What follows belongs to an exercise in optimizing a design on an open flow for small area, a short achievable clock period and few clock cycles per item; a production flow would make more cautious choices.
Only the layout flow was run in this run; the RTL was not checked for function there.

### design/flow/run.sh
#!/bin/bash
# synth_recipe.tcl (not shown) runs the flow's synth.tcl, then flattens the netlist and writes it again
# the make line also repeats each setting of config.mk as NAME=value (left out here)
make -C /OpenROAD-flow-scripts/flow DESIGN_CONFIG=/design/flow/config.mk WORK_HOME=/design/flow/orfs CLKGATE_MAP_FILE= SYNTH_SCRIPT=/design/flow/synth_recipe.tcl finish
### design/flow/config.mk
export PLATFORM = sky130hd
export DESIGN_NAME = Exponential
export DESIGN_NICKNAME = Exponential
export VERILOG_FILES = /design/flow/design.v
export SDC_FILE = /design/flow/constraint.sdc
export NUM_CORES = 4
export LEC_CHECK = 0
export CAP_MARGIN = 20
export CORE_MARGIN = 2
export CORE_UTILIZATION = 40
export SLEW_MARGIN = 20
### design/flow/constraint.sdc
create_clock -name core_clock -period 9.0 [get_ports {clk}]
set_input_delay 1.8000 -clock core_clock [delete_from_list [all_inputs] [get_ports {clk}]]
set_output_delay 1.8000 -clock core_clock [all_outputs]
set_load 0.01 [all_outputs]
### design/flow/design.v
module controller(input clk,rst,start,co,
		    output reg done, zx,initx,ldx, zt,initt,ldt, zr,initr,ldr, zc,ldc,enc, s);
	reg [2:0] ps, ns;
	parameter [2:0]
	Idle = 0, Initialization = 1, Begin = 2, Mult1 = 3, Mult2 = 4, Add=5;
	always@(ps,co,start)begin
		ns = Idle;
		case(ps)
			Idle:
				ns = (start)? Initialization : Idle;
			Initialization:
				ns = (start)? Initialization : Begin;
			Begin:
				ns = Mult1;
			Mult1:
				ns = Mult2;
			Mult2:
				ns = Add;
			Add:
				ns = (co)? Idle : Mult1;
		endcase
	end
	always@(ps,co,start)begin
	done = 1'b0; zx = 1'b0; initx = 1'b0; ldx = 1'b0; zt = 1'b0; initt = 1'b0; ldt = 1'b0; 
	zr = 1'b0; initr = 1'b0; ldr = 1'b0;  zc = 1'b0; ldc = 1'b0; enc = 1'b0; s = 1'b0;
		case(ps)
			Idle:begin
				zx = 1'b1;
				zt = 1'b1;
				zc = 1'b1;
				done = 1'b1;
			end
			Initialization: begin
				ldx = 1'b1;
			end
			Begin:begin
				initr = 1'b1;
				initt = 1'b1;
			end
			Mult1:begin
				s = 1'b0;
				ldt = 1'b1;
			end
			Mult2:begin
				s = 1'b1;
				ldt = 1'b1;
			end
			Add:begin
				enc =1'b1;
				ldr = 1'b1;
			end
		endcase
	end
	always@(posedge clk,posedge rst)begin
		if(rst == 1'b1)
			ps <= Idle;
		else
			ps <= ns;
	end
endmodule
`timescale 1 ns/ 100 ps
module register (input clk,rst,zero,init,ld, input [15:0] r_in, output reg [15:0] r_out);
	always@(posedge clk, posedge rst)begin
		if(rst == 1'b1)
			r_out <= 0;
		else
			if(zero == 1'b1)
				r_out <= 0;
			else if (init == 1'b1)
				r_out <= 16'hFFFF;
			else if(ld == 1'b1)
				r_out <= r_in;
	end
 endmodule
`timescale 1 ns/ 100 ps
module register18 (input clk,rst,zero,init,ld, input [17:0] r_in, output reg [17:0] r_out);
	always@(posedge clk, posedge rst)begin
		if(rst == 1'b1)
			r_out <= 0;
		else
			if(zero == 1'b1)
				r_out <= 0;
			else if (init == 1'b1)
				r_out <= 16'hFFFF;
			else if(ld == 1'b1)
				r_out <= r_in;
	end
 endmodule
`timescale 1 ns/ 100 ps
module counter (input clk,rst,zero,ld,enb, input [2:0] in ,output reg [3:0] out, output  co);
	always@(posedge clk, posedge rst)begin
		if(rst == 1'b1)
			out <= 0;
		else
			if(zero == 1'b1)
				out <= 0;
			else if(ld == 1'b1)
				out <= in;
			else if(enb == 1'b1)
				out <= out + 1'b1;
	end
	assign co = (out >= 4'b1000)? 1'b1: 1'b0;
endmodule 
module LUT (input [3:0] adr, output [15:0] data);
reg [15:0] datat;
	always @(adr) begin
		case(adr)
			0: datat = 16'hFFFF;
			1: datat = 16'h8000; 
			2: datat = 16'h5555; 
			3: datat = 16'h4000; 
			4: datat = 16'h3333; 
			5: datat = 16'h2AAA; 
			6: datat = 16'h2492; 
			7: datat = 16'h2000; 
			default: datat = 16'h2000;  
		endcase
	end
assign data = datat;
endmodule
`timescale 1 ns/ 100 ps
module mux2to1(input [15:0] a,b, input s, output [15:0] y);
	assign y = (~s)? a:b;
endmodule 
`timescale 1 ns/ 100 ps
module multiplier(input [15:0] a,b, output [15:0] c);
wire [31:0]temp;
	assign temp = a*b;
	assign c = temp[31:16];
endmodule
module adder(input [17:0] a,b, output [17:0] s);
assign s = a+b;
endmodule
module datapath(input clk,rst, zx,initx,ldx, zt,initt,ldt, zr,initr,ldr, zc,ldc,enc, s,
		 input [15:0] x, output co,output [17:0]result);
	wire [15:0] xptwo;
	wire [2:0] c_in = 0;
	wire [15:0] data,m_out,temp_in,ymux;
	wire [15:0] xptwor,temp_out, xr;
	wire [17:0] res_in;
	wire [3:0] adr;
	register regx(clk,rst,zx,initx,ldx,x,xr);
	counter count(clk,rst,zc,ldc,enc,c_in,adr,co);
	LUT lut(adr,data);
	mux2to1 mux(xr,data,s,m_out);
	multiplier mult(m_out,temp_out,temp_in);
	register rtemp(clk,rst,zt,initt,ldt,temp_in,temp_out);
	adder add(result,{2'b00,temp_out},res_in);
	register18 rres(clk,rst,zr,initr,ldr,res_in,result);
endmodule
module Exponential(input clk,rst,start, input [15:0] x, 
		   output done, output[1:0] intpart, output [15:0]fracpart);
	wire co,zx,initx,ldx,zt,initt,ldt,zr,initr,ldr,zc,ldc,enc,s;
	controller control(clk,rst,start,co,done, zx,initx,ldx, 
			  zt,initt,ldt, zr,initr,ldr, zc,ldc,enc, s);
	datapath dP(clk,rst, zx,initx,ldx, zt,initt,ldt,
		    zr,initr,ldr, zc,ldc,enc, s,x,co,{intpart,fracpart});
endmodule
==> flow_summary.yaml <==
sta:
  timing_max_transition_violations_final: 0
  setup-tns-final_ns: 0
  clock_skew_ns: 0.00686
  final_min_period_over_clock_period_pct: 92.8
  final-hold-violation-count: 0
  period_needed_ns: 8.35
  timing_worst_slew_pin_value_ns: 0.914
  setup_viol_count_final: 0
  setup_slack_ns: 0.650
  max_clock_freq_mhz: 120
  slew_headroom_pct: 38.4
  rsz_0062_raised_after_global_routing: "no"
synth:
  netlist.area_leader.share_pct: 33.6
  top_cells_by_area_synth: "sky130_fd_sc_hd__fa_1, sky130_fd_sc_hd__ha_1, sky130_fd_sc_hd__dfrtp_1"
  synth_flop_cell: "sky130_fd_sc_hd__dfrtp_1"
  mappedNetlistArea_mm2: 0.0115
  yosys_warnings: 5
  most_frequent_cell_after_synthesis: "sky130_fd_sc_hd__inv_1"
  asyncSetResetFlopFracSynth_pct: 100
  synthesis.instances: 1312
  sequential_cell_area_fraction_in_the_yosys_report_pct: 12.4
  yosys.cell_types.count: 59
  synth_enable_flop_cells: 0
  synth_top_cells_by_count: "sky130_fd_sc_hd__inv_1, sky130_fd_sc_hd__nand2_1, sky130_fd_sc_hd__fa_1"
  synth.avg_cell_area_um2: 8.80
  syn-num-nets: 1647
  ys_ff_latch: 57
  netlist.top_cell.by_area: "sky130_fd_sc_hd__fa_1"
global_routing:
  maximum_number_of_pins_on_one_net_before_global_route_repair: 58
  grt_first_pass_wirelength_mm: 49.2
  grt_overflow: 0
  first_global_vias: 9340
  grtUsageTotal_pct: 20.5
  number_of_antenna_violations_at_the_first_check_in_global_routing: 0
setup_path:
  endpoint_kind: "flop"
  cp.required_ns: 9.18
  critical_path.max_fanout: 23
  critPathLaunchType: "flop"
  critical_path_arrival_ns: 8.53
  critical_path.reg2reg.startpoint: "control.ps[1]"
  worst-setup-path-type: "flop to flop"
  launching_element_of_the_worst_setup_path: "control.ps[1]"
die:
  design.portCount: 38
  floorplan.die.height_um: 174
  initial_core_util_pct: 40.4
  horiz_die_dim_um: 174
  core_area_mm2: 0.0285
  design.die.area_mm2: 0.0302
  std_cell_rows: 62
clock_tree:
  clkSlewWorstSetupHoldPaths_ns: 0.06
  cts-root-to-sink-buffers: 2
  number_of_cts_inserted_buffers: 9
  ctsHtreeMaxLevel: 3
  clkLatencyLatePin_ns: 0.33
  post-cts-setup-buffers: 0
  cts_tree: "yes"
  clk_tree_root_cell: "sky130_fd_sc_hd__clkbuf_16"
  post_cts_resize_count: 0
  cts_sinks: 57
  cts_hold_buffers: 0
worst_hold_path:
  worst_min_delay_path_category: "flop to flop"
  min-delay-start: "dP.rres.r_out[17]"
placement:
  post-place-ws_ns: 0.803
  placedCellCount: 1691
  place.detailed.hpwl_mm: 22.3
  gp_routability_congestion: 0.837
  io_buffer_count: 37
drt:
  total_via_count_in_the_routed_design: 8936
  detailedRoute.firstPassIterationCount: 5
  post_drt_via_cell_ratio: 5.23
  drt_first_iter_violations: 504
  wl_per_cell_um: 17.2
  route.final.wire_length_mm: 29.5
  drc: 0
  ant_nets: 0
cells_and_area:
  nNetsFinal: 1654
  layout.cells.non_filler: 1709
  area_delta_synth_final_pct: 9.52
  drive_gt1_share_pct: 4.23
flow_run:
  drv.max_cap_violation_count: 0
outcome:
  status: "complete, no violations"
per-stage QoR:
step | area, um2 | utilization (%) | hold slack, ns
after detailed placement | 12300 | 43.1 | 0.463
after CTS | 12600 | 44.3 | 0.480
after global placement | 12300 | 43.1 | 0.465
final | 12600 | 44.3 | 0.483
after floorplan | 11500 | - | 0.466
after global routing | 12600 | 44.3 | 0.494
per-layer routing:
metal / wire, um / track usage, % / up-vias / share of wire [%]
li1: - / - / 4158 / -
met5: 0 / 0 / - / 0
met3: 1520 / 2.56 / 25 / 5.1
met4: 326 / 3.89 / 0 / 1.1
met2: 14600 / 35.6 / 247 / 50
met1: 13000 / 27.8 / 4506 / 44
final timing paths:
check                                endpoint  slack [ns]  cells past startpoint
max reg2reg                dP.rtemp.r_out[13]        0.65                     23
max in group asynchronous  dP.rtemp.r_out[11]        6.49                      3
min                         dP.rres.r_out[17]        0.48                      1
max                        dP.rtemp.r_out[13]        0.65                     23
min in group asynchronous    dP.rres.r_out[2]        2.01                      3
min reg2reg                 dP.rres.r_out[17]        0.48                      1
cells by family (layout without fill, tap and decap cells):
| kind of cell | count (synthesis) | count (layout) | share of synthesized area [%] |
|---|---|---|---|
| buffers and inverters | 297 | 309 | 9.73 |
| muxes | 4 | 4 | 0.358 |
| AOI/OAI and AO/OA | 193 | 193 | 11.2 |
| and+or+nand+nor | 421 | 421 | 17.7 |
| other | 0 | 1 | 0 |
| xor gates and xnor gates | 24 | 24 | 1.82 |
| DFF | 57 | 57 | 12.4 |
| adders and majority gates | 316 | 316 | 46.9 |
cell type report:
type | instances | area [um2]
diodes | 1 | 2.50
well taps | 384 | 480
fillers | 2914 | 15900
inverters | 242 | 908
repair buffers | 51 | 475
clock buffers | 9 | 225
multi-input cells | 958 | 9030
clock inverters | 7 | 101
flip-flops and latches | 57 | 1430
cell usage in the layout, fill, tap and decap left out, types with 3 or more instances in the layout:
cell / synthesis / layout
sky130_fd_sc_hd__fa_1: 194 / 194
sky130_fd_sc_hd__o211ai_1: 11 / 11
sky130_fd_sc_hd__a21o_1: 13 / 13
sky130_fd_sc_hd__and2_1: 115 / 115
sky130_fd_sc_hd__nor2b_1: 6 / 6
sky130_fd_sc_hd__nand2b_1: 6 / 6
sky130_fd_sc_hd__a211oi_1: 7 / 7
sky130_fd_sc_hd__nand2_1: 200 / 200
sky130_fd_sc_hd__nand4_1: 7 / 7
sky130_fd_sc_hd__ha_1: 122 / 122
sky130_fd_sc_hd__a31oi_1: 4 / 4
sky130_fd_sc_hd__o31ai_2: 0 / 3
sky130_fd_sc_hd__a21oi_1: 55 / 55
sky130_fd_sc_hd__mux2i_1: 3 / 3
sky130_fd_sc_hd__inv_1: 242 / 241
sky130_fd_sc_hd__o22ai_1: 5 / 5
sky130_fd_sc_hd__clkbuf_16: 0 / 9
sky130_fd_sc_hd__or2_2: 6 / 6
sky130_fd_sc_hd__clkdlybuf4s50_1: 0 / 37
sky130_fd_sc_hd__nor3_1: 15 / 15
sky130_fd_sc_hd__xor2_1: 10 / 10
sky130_fd_sc_hd__nor2_1: 36 / 36
sky130_fd_sc_hd__o21a_1: 11 / 11
sky130_fd_sc_hd__buf_4: 2 / 14
sky130_fd_sc_hd__a22o_1: 16 / 16
sky130_fd_sc_hd__o21ai_1: 3 / 3
sky130_fd_sc_hd__a211oi_2: 4 / 4
sky130_fd_sc_hd__o21ai_0: 33 / 33
sky130_fd_sc_hd__nand3_1: 12 / 12
sky130_fd_sc_hd__or3_1: 7 / 7
sky130_fd_sc_hd__a21oi_2: 3 / 3
sky130_fd_sc_hd__dfrtp_1: 57 / 57
sky130_fd_sc_hd__a211o_1: 5 / 5
sky130_fd_sc_hd__xnor2_1: 14 / 14
critical path: stages, from the launching register on:
cell and delay, ns:
sky130_fd_sc_hd__dfrtp_1 0.55, sky130_fd_sc_hd__or3b_1 0.78, sky130_fd_sc_hd__nor3_1 0.36, sky130_fd_sc_hd__a21o_1 0.58, sky130_fd_sc_hd__nand2_1 0.17, sky130_fd_sc_hd__fa_1 0.54
sky130_fd_sc_hd__fa_1 0.52, sky130_fd_sc_hd__inv_1 0.06, sky130_fd_sc_hd__fa_1 0.56, sky130_fd_sc_hd__fa_1 0.43, sky130_fd_sc_hd__fa_1 0.49, sky130_fd_sc_hd__inv_1 0.05
sky130_fd_sc_hd__fa_1 0.48, sky130_fd_sc_hd__inv_1 0.05, sky130_fd_sc_hd__ha_1 0.33, sky130_fd_sc_hd__a2111oi_0 0.55, sky130_fd_sc_hd__o21a_1 0.22, sky130_fd_sc_hd__o211ai_1 0.15
sky130_fd_sc_hd__o22ai_1 0.42, sky130_fd_sc_hd__or3_4 0.25, sky130_fd_sc_hd__a21boi_2 0.06, sky130_fd_sc_hd__or3_1 0.34, sky130_fd_sc_hd__a21oi_1 0.19, sky130_fd_sc_hd__a211oi_2 0.06
flip-flops by register name (all words and copies together), names as in the netlist:
signal and flops:
control.ps 3, dP.regx.r_out 16, dP.rres.r_out 18, dP.rtemp.r_out 16, dP.count.out 4

static timing again, ports no longer ideal:
The results above use ideal ports. As a check the final layout listed here was re-extracted and re-timed, cells and wires unchanged. Step 1 sets driving cells, clkbuf_16 on the clock port and buf_2 on the other inputs (assumed; they add their load-dependent delay and slew). Step 2 moves the port delays by t, midway between the first and last clock arrival at a register: inputs arrive t later, outputs are due t later. That takes back most of the time a late clock gives input paths. Slacks: ideal / step 1 / step 2; pairs: ideal / step 1.
shift t [ns]: 0.369
slack for setup (ns): 0.650 / 0.650 / 0.650
worst hold slack (ns): 0.483 / 0.483 / 0.483
latest minus earliest clock arrival (ns): 0.007 / 0.007
After both steps this run still meets setup and hold. The setup slack of this run moves by 0.000 ns with the drivers and by 0.000 ns with both steps.
